Context: an optimization exercise on an open-source flow, tuned for small area and a short achievable clock period. The choices shown serve that exercise and are no tape-out recipe.
Where RTL was checked, it was by simulation tests only, not by an equivalence proof against the original.
Power and IR drop assume default switching activity. No driver is modelled on the clock port, so clocking that relies on it looks cheaper here than on a real chip.

## fifo
module fifo(
  input clk,rst,wr_en,rd_en,
  input [7:0] buf_in,
  output reg [7:0]buf_out,
  output reg buf_empty,buf_full,
  output reg [6:0] fifo_counter
);
==> module fifo, before the edit <==
module fifo(
  input clk,rst,wr_en,rd_en,
  input [7:0] buf_in,
  output reg [7:0]buf_out,
  output reg buf_empty,buf_full,
  output reg [6:0] fifo_counter
);
  reg [7:0] buf_mem[63:0];
  reg [7:0] rsel_lo, rsel_hi;    
  wire wr_acc = wr_en & ~buf_full;
  wire rd_acc = rd_en & ~buf_empty;
  wire inc = wr_acc & ~rd_acc;
  wire dec = rd_acc & ~wr_acc;
  integer i;
  always @(posedge clk) begin
    if (wr_acc) begin
      buf_mem[0] <= buf_in;
      for (i = 1; i < 64; i = i + 1)
        buf_mem[i] <= buf_mem[i-1];
    end
  end
  reg [7:0] grp [7:0];
  reg [7:0] rd_data;
  integer g, j;
  always @* begin
    for (g = 0; g < 8; g = g + 1) begin
      grp[g] = 8'd0;
      for (j = 0; j < 8; j = j + 1)
        grp[g] = grp[g] | (buf_mem[8*g+j] & {8{rsel_lo[j]}});
    end
    rd_data = 8'd0;
    for (g = 0; g < 8; g = g + 1)
      rd_data = rd_data | (grp[g] & {8{rsel_hi[g]}});
  end
  always @(posedge clk or posedge rst) begin
    if (rst)
      buf_out <= 8'd0;
    else if (rd_acc)
      buf_out <= rd_data;
  end
  always @(posedge clk or posedge rst) begin
    if (rst) begin
      fifo_counter <= 7'd0;
      rsel_lo <= 8'h80;
      rsel_hi <= 8'h80;
      buf_empty <= 1'b1;
      buf_full <= 1'b0;
    end else begin
      if (inc) begin
        fifo_counter <= fifo_counter + 7'd1;
        rsel_lo <= {rsel_lo[6:0], rsel_lo[7]};
        if (rsel_lo[7]) rsel_hi <= {rsel_hi[6:0], rsel_hi[7]};
      end else if (dec) begin
        fifo_counter <= fifo_counter - 7'd1;
        rsel_lo <= {rsel_lo[0], rsel_lo[7:1]};
        if (rsel_lo[0]) rsel_hi <= {rsel_hi[0], rsel_hi[7:1]};
      end
      buf_full  <= buf_full ? ~rd_en : (fifo_counter == 7'd63) & wr_en & ~rd_en;
      buf_empty <= buf_empty ? ~wr_en : (fifo_counter == 7'd1) & rd_en & ~wr_en;
    end
  end
endmodule
Settings: LEC_CHECK=0, ABC_AREA=1, CAP_MARGIN=20, CORE_MARGIN=2, CORE_UTILIZATION=40, SETUP_SLACK_MARGIN=1.4, SLEW_MARGIN=20; clock period 3.3 ns.
standard.sh (not shown) runs the stock make flow with config.mk's settings and CLKGATE_MAP_FILE= SYNTH_SCRIPT=/design/flow/synth_recipe.tcl, a recipe that flattens the netlist after the stock synthesis.
==> flow/flow/run.sh <==
#!/bin/bash
# Standard ORFS layout, with plain buffers on the ports, resizing not limited
# to each cell's footprint, and larger clock-tree sink clusters.
set -euo pipefail
bash standard.sh MATCH_CELL_FOOTPRINT=0 \
  "BUFFER_PORTS_ARGS=-buffer_cell sky130_fd_sc_hd__buf_4" \
  "CTS_ARGS=-sink_clustering_enable -repair_clock_nets -dont_use_dummy_load -sink_clustering_size 30 -sink_clustering_max_diameter 100" \
  finish > flow.log 2>&1
Then changed:
==> flow/design.v (replaced) <==
module fifo(
  input clk,rst,wr_en,rd_en,
  input [7:0] buf_in,
  output reg [7:0]buf_out,
  output buf_empty,
  output reg buf_full,
  output reg [6:0] fifo_counter
);
  reg [7:0] buf_mem[63:0];
  reg [7:0] rsel_lo0, rsel_lo1, rsel_lo2, rsel_lo3;   
  reg [7:0] rsel_hi;                                  
  reg not_empty;
  assign buf_empty = ~not_empty;
  wire wr_acc = wr_en & ~buf_full;
  wire rd_acc = rd_en & not_empty;
  wire inc = wr_acc & ~rd_acc;
  wire dec = rd_acc & ~wr_acc;
  integer i;
  always @(posedge clk) begin
    if (wr_acc) begin
      buf_mem[0] <= buf_in;
      for (i = 1; i < 64; i = i + 1)
        buf_mem[i] <= buf_mem[i-1];
    end
  end
  reg [7:0] grp [7:0];
  reg [7:0] lo;
  reg [7:0] rd_data;
  integer g, j;
  always @* begin
    for (g = 0; g < 8; g = g + 1) begin
      case (g / 2)
        0: lo = rsel_lo0;
        1: lo = rsel_lo1;
        2: lo = rsel_lo2;
        default: lo = rsel_lo3;
      endcase
      grp[g] = 8'd0;
      for (j = 0; j < 8; j = j + 1)
        grp[g] = grp[g] | (buf_mem[8*g+j] & {8{lo[j]}});
    end
    rd_data = 8'd0;
    for (g = 0; g < 8; g = g + 1)
      rd_data = rd_data | (grp[g] & {8{rsel_hi[g]}});
  end
  always @(posedge clk or posedge rst) begin
    if (rst)
      buf_out <= 8'd0;
    else if (rd_acc)
      buf_out <= rd_data;
  end
  wire [6:0] cnt_up = fifo_counter + 7'd1;
  wire [6:0] cnt_dn = fifo_counter - 7'd1;
  always @(posedge clk or posedge rst) begin
    if (rst) begin
      fifo_counter <= 7'd0;
      rsel_lo0 <= 8'h80;
      rsel_lo1 <= 8'h80;
      rsel_lo2 <= 8'h80;
      rsel_lo3 <= 8'h80;
      rsel_hi <= 8'h80;
      not_empty <= 1'b0;
      buf_full <= 1'b0;
    end else begin
      if (inc) begin
        fifo_counter <= cnt_up;
        rsel_lo0 <= {rsel_lo0[6:0], rsel_lo0[7]};
        rsel_lo1 <= {rsel_lo1[6:0], rsel_lo1[7]};
        rsel_lo2 <= {rsel_lo2[6:0], rsel_lo2[7]};
        rsel_lo3 <= {rsel_lo3[6:0], rsel_lo3[7]};
        if (rsel_lo0[7]) rsel_hi <= {rsel_hi[6:0], rsel_hi[7]};
      end else if (dec) begin
        fifo_counter <= cnt_dn;
        rsel_lo0 <= {rsel_lo0[0], rsel_lo0[7:1]};
        rsel_lo1 <= {rsel_lo1[0], rsel_lo1[7:1]};
        rsel_lo2 <= {rsel_lo2[0], rsel_lo2[7:1]};
        rsel_lo3 <= {rsel_lo3[0], rsel_lo3[7:1]};
        if (rsel_lo0[0]) rsel_hi <= {rsel_hi[0], rsel_hi[7:1]};
      end
      buf_full  <= buf_full ? ~rd_en : (fifo_counter == 7'd63) & wr_en & ~rd_en;
      not_empty <= not_empty ? ~((fifo_counter == 7'd1) & rd_en & ~wr_en) : wr_en;
    end
  end
endmodule
Effect: Combinational power went down by about 16%. Sequential share of layout area went down by 0.45 points. Final area went up by about 4.6%. Total power went up by about 5%. Global-route usage went down by 0.71 points. Sequential cell count went up by 24. Area after synthesis went up by 6.3%. Wire length is about the same. Core utilization went down by 0.92 points.

---

maple:
fifo again, from the RTL that the note above started with.
Settings: LEC_CHECK=0, CAP_MARGIN=20, CORE_MARGIN=2, CORE_UTILIZATION=40, SETUP_SLACK_MARGIN=1.4, SLEW_MARGIN=20; clock period 3.3 ns.
==> flow/flow/run.sh <==
#!/bin/bash
# Standard ORFS layout, with plain buffers on the ports and resizing not
# limited to each cell's footprint.
set -euo pipefail
bash standard.sh MATCH_CELL_FOOTPRINT=0 \
  "BUFFER_PORTS_ARGS=-buffer_cell sky130_fd_sc_hd__buf_4" \
  finish > flow.log 2>&1
What cedar does differently from maple at the input level:
diff --git a/flow/design.v b/flow/design.v
--- a/flow/design.v
+++ b/flow/design.v
@@ -20,22 +20,16 @@
     end
   end
-  reg [7:0] grp [7:0];
-  reg [7:0] rd_data;
-  integer g, j;
+  reg [7:0] rd_next;
+  integer j;
   always @* begin
-    for (g = 0; g < 8; g = g + 1) begin
-      grp[g] = 8'd0;
-      for (j = 0; j < 8; j = j + 1)
-        grp[g] = grp[g] | (buf_mem[8*g+j] & {8{rsel_lo[j]}});
-    end
-    rd_data = 8'd0;
-    for (g = 0; g < 8; g = g + 1)
-      rd_data = rd_data | (grp[g] & {8{rsel_hi[g]}});
+    rd_next = buf_out & {8{~rd_acc}};
+    for (j = 0; j < 64; j = j + 1)
+      rd_next = rd_next | (buf_mem[j] & {8{rsel_hi[j/8] & rsel_lo[j%8] & rd_acc}});
   end
   always @(posedge clk or posedge rst) begin
     if (rst)
       buf_out <= 8'd0;
-    else if (rd_acc)
-      buf_out <= rd_data;
+    else
+      buf_out <= rd_next;
   end
   always @(posedge clk or posedge rst) begin
==> notes.md <==
- Summary: routed wire length, cedar worse than maple
- Layout buffering overhead excluding clock cells is lower on cedar
- met3 track demand over resource in global routing was higher in cedar than in maple.
- cedar vs. maple: sequential share of power now sits lower; power drawn by the sequential cells increased by about 0.8% relative to the old numbers.
For cedar, only the layout was checked, not whether the RTL still works.

---

fifo, a different RTL version from the one above (not shown whole).
Size: about 570 flip-flops, ~0.021 mm^2 of cells after synthesis.
==> module fifo, before the edit <==
module fifo(
  input clk,rst,wr_en,rd_en,
  input [7:0] buf_in,
  output reg [7:0]buf_out,
  output buf_empty,
  output reg buf_full,
  output reg [6:0] fifo_counter
);
  reg [7:0] buf_mem[63:0];
  reg [7:0] rsel_lo0, rsel_lo1, rsel_lo2, rsel_lo3;   
  reg [7:0] rsel_hi;                                  
  reg not_empty;
  assign buf_empty = ~not_empty;
  wire wr_acc = wr_en & ~buf_full;
  wire rd_acc = rd_en & not_empty;
  wire inc = wr_acc & ~rd_acc;
  wire dec = rd_acc & ~wr_acc;
  integer i;
  always @(posedge clk) begin
    if (wr_acc) begin
      buf_mem[0] <= buf_in;
      for (i = 1; i < 64; i = i + 1)
        buf_mem[i] <= buf_mem[i-1];
    end
  end
  wire [7:0] grp [7:0];
  wire [7:0] rd_data;
  genvar gg, bb;
  generate
    for (gg = 0; gg < 8; gg = gg + 1) begin : g_grp
      wire [7:0] lo = (gg < 2) ? rsel_lo0 : (gg < 4) ? rsel_lo1 : (gg < 6) ? rsel_lo2 : rsel_lo3;
      for (bb = 0; bb < 8; bb = bb + 1) begin : g_bit
        fifo_sel8 u_lo (
          .d({buf_mem[8*gg+7][bb], buf_mem[8*gg+6][bb], buf_mem[8*gg+5][bb], buf_mem[8*gg+4][bb],
              buf_mem[8*gg+3][bb], buf_mem[8*gg+2][bb], buf_mem[8*gg+1][bb], buf_mem[8*gg][bb]}),
          .s(lo), .y(grp[gg][bb]));
      end
    end
    for (bb = 0; bb < 8; bb = bb + 1) begin : g_out
      fifo_sel8 u_hi (
        .d({grp[7][bb], grp[6][bb], grp[5][bb], grp[4][bb], grp[3][bb], grp[2][bb], grp[1][bb], grp[0][bb]}),
        .s(rsel_hi), .y(rd_data[bb]));
    end
  endgenerate
  always @(posedge clk or posedge rst) begin
    if (rst)
      buf_out <= 8'd0;
    else if (rd_acc)
      buf_out <= rd_data;
  end
  wire [6:0] cnt_up = fifo_counter + 7'd1;
  wire [6:0] cnt_dn = fifo_counter - 7'd1;
  always @(posedge clk or posedge rst) begin
    if (rst) begin
      fifo_counter <= 7'd0;
      rsel_lo0 <= 8'h80;
      rsel_lo1 <= 8'h80;
      rsel_lo2 <= 8'h80;
      rsel_lo3 <= 8'h80;
      rsel_hi <= 8'h80;
      not_empty <= 1'b0;
      buf_full <= 1'b0;
    end else begin
      if (inc) begin
        fifo_counter <= cnt_up;
        rsel_lo0 <= {rsel_lo0[6:0], rsel_lo0[7]};
        rsel_lo1 <= {rsel_lo1[6:0], rsel_lo1[7]};
        rsel_lo2 <= {rsel_lo2[6:0], rsel_lo2[7]};
        rsel_lo3 <= {rsel_lo3[6:0], rsel_lo3[7]};
        if (rsel_lo0[7]) rsel_hi <= {rsel_hi[6:0], rsel_hi[7]};
      end else if (dec) begin
        fifo_counter <= cnt_dn;
        rsel_lo0 <= {rsel_lo0[0], rsel_lo0[7:1]};
        rsel_lo1 <= {rsel_lo1[0], rsel_lo1[7:1]};
        rsel_lo2 <= {rsel_lo2[0], rsel_lo2[7:1]};
        rsel_lo3 <= {rsel_lo3[0], rsel_lo3[7:1]};
        if (rsel_lo0[0]) rsel_hi <= {rsel_hi[0], rsel_hi[7:1]};
      end
      buf_full  <= buf_full ? ~rd_en : (fifo_counter == 7'd63) & wr_en & ~rd_en;
      not_empty <= not_empty ? ~((fifo_counter == 7'd1) & rd_en & ~wr_en) : wr_en;
    end
  end
endmodule
==> flow/config.mk <==
export PLATFORM = sky130hd
export DESIGN_NAME = fifo
export DESIGN_NICKNAME = fifo
export VERILOG_FILES = /design/flow/design.v
export SDC_FILE = /design/flow/constraint.sdc
export NUM_CORES = 4
export LEC_CHECK = 0
export CAP_MARGIN = 20
export CORE_MARGIN = 2
export CORE_UTILIZATION = 40
export SETUP_SLACK_MARGIN = 1.4
export SLEW_MARGIN = 20
export SYNTH_HIERARCHICAL = 1
export SYNTH_MINIMUM_KEEP_SIZE = 0
==> flow/constraint.sdc <==
create_clock -name core_clock -period 3.3 [get_ports {clk}]
set_input_delay 0.6600 -clock core_clock [delete_from_list [all_inputs] [get_ports {clk}]]
set_output_delay 0.6600 -clock core_clock [all_outputs]
set_load 0.01 [all_outputs]
==> flow/flow/run.sh <==
#!/bin/bash
# Standard ORFS layout, with plain buffers on the ports, resizing not limited
# to each cell's footprint, and larger clock-tree sink clusters.
set -euo pipefail
bash standard.sh MATCH_CELL_FOOTPRINT=0 \
  "BUFFER_PORTS_ARGS=-buffer_cell sky130_fd_sc_hd__buf_4" \
  "CTS_ARGS=-sink_clustering_enable -repair_clock_nets -dont_use_dummy_load -sink_clustering_size 30 -sink_clustering_max_diameter 100" \
  finish > flow.log 2>&1
Next try:
--- a/flow/design.v
+++ b/flow/design.v
@@ -20,29 +20,35 @@
     if (wr_acc) begin
       buf_mem[0] <= buf_in;
       for (i = 1; i < 64; i = i + 1)
         buf_mem[i] <= buf_mem[i-1];
     end
   end
-  wire [7:0] grp [7:0];
   wire [7:0] rd_data;
-  genvar gg, bb;
+  genvar gg, kk, bb;
   generate
-    for (gg = 0; gg < 8; gg = gg + 1) begin : g_grp
-      wire [7:0] lo = (gg < 2) ? rsel_lo0 : (gg < 4) ? rsel_lo1 : (gg < 6) ? rsel_lo2 : rsel_lo3;
-      for (bb = 0; bb < 8; bb = bb + 1) begin : g_bit
-        fifo_sel8 u_lo (
+    for (bb = 0; bb < 8; bb = bb + 1) begin : g_bit
+      wire [7:0] grp;   
+      wire [7:0] n;     
+      wire [3:0] m;
+      wire [1:0] k;
+      for (gg = 0; gg < 8; gg = gg + 1) begin : g_grp
+        wire [7:0] lo = (gg < 2) ? rsel_lo0 : (gg < 4) ? rsel_lo1 : (gg < 6) ? rsel_lo2 : rsel_lo3;
+        fifo_sel8 u_s (
           .d({buf_mem[8*gg+7][bb], buf_mem[8*gg+6][bb], buf_mem[8*gg+5][bb], buf_mem[8*gg+4][bb],
               buf_mem[8*gg+3][bb], buf_mem[8*gg+2][bb], buf_mem[8*gg+1][bb], buf_mem[8*gg][bb]}),
-          .s(lo), .y(grp[gg][bb]));
+          .s(lo), .y(grp[gg]));
+        fifo_nand2 u_n (.a(grp[gg]), .b(rsel_hi[gg]), .y(n[gg]));
       end
-    end
-    for (bb = 0; bb < 8; bb = bb + 1) begin : g_out
-      fifo_sel8 u_hi (
-        .d({grp[7][bb], grp[6][bb], grp[5][bb], grp[4][bb], grp[3][bb], grp[2][bb], grp[1][bb], grp[0][bb]}),
-        .s(rsel_hi), .y(rd_data[bb]));
+      for (kk = 0; kk < 4; kk = kk + 1) begin : g_m
+        fifo_nand2 u_m (.a(n[2*kk]), .b(n[2*kk+1]), .y(m[kk]));
+      end
+      for (kk = 0; kk < 2; kk = kk + 1) begin : g_k
+        fifo_nor2 u_k (.a(m[2*kk]), .b(m[2*kk+1]), .y(k[kk]));
+      end
+      fifo_nand2 u_o (.a(k[0]), .b(k[1]), .y(rd_data[bb]));
     end
   endgenerate
   always @(posedge clk or posedge rst) begin
     if (rst)
       buf_out <= 8'd0;
     else if (rd_acc)
@@ -85,6 +91,12 @@
   input [7:0] d,
   input [7:0] s,
   output y
 );
   assign y = |(d & s);
 endmodule
+module fifo_nand2(input a, b, output y);
+  assign y = ~(a & b);
+endmodule
+module fifo_nor2(input a, b, output y);
+  assign y = ~(a | b);
+endmodule
Effect:
- clock-buffer cell count stays the same
- global-route usage shrinks by 1.0 points
- critical path depth climbs by 3
- worst setup slack gains 0.12 ns
- final cell count rises by 4.6%
- cell area rises by 1.2%
- maximum frequency goes up by 6.3%
- routed wire length decreases by 2.0%
- synthesized area rises by 1.0%
- sequential power barely changes
- core utilization increases by 0.27 points
- synthesized cell count goes up by 7.1%
- non-clock buffer count rises by 7
No functional check of the RTL was part of any run of this note.

-- static timing again, ports no longer ideal --
How much do the figures lean on ideal ports? The routed layouts below were timed once more, with nothing changed but the port constraints.
Step 1: set_driving_cell puts a clkbuf_16 on clk and a buf_2 on each other input, an assumption about the parent block.
Step 2 adds t to the input delays and takes it off the output delays; t is the mean of the earliest and latest rising clock arrival at the registers after step 1. Input paths then give back, and output paths get back, about the clock's delay inside the block.
Slacks: ideal / step 1 / step 2; pairs: ideal / step 1.
run | t, ns | setup WS [ns] | worst slew at a driven data input, ns
the first run of note 1 | 0.617 | 1.297 / 1.297 / 0.901 | 0.03
the second run of note 1 | 0.622 | 1.439 / 1.385 / 1.190 | 0.04
maple | 0.656 | 1.289 / 1.289 / 0.988 | 0.03
cedar | 0.649 | 0.796 / 0.796 / 0.423 | 0.04
the first run of note 3 | 0.625 | 1.289 / 1.289 / 1.034 | 0.03
the second run of note 3 | 0.619 | 1.408 / 1.391 / 1.117 | 0.04
After both steps every run listed still meets setup and hold. The setup slack of the first run of note 1, which loses most, moves by 0.000 ns with the drivers and by -0.396 ns with both steps.
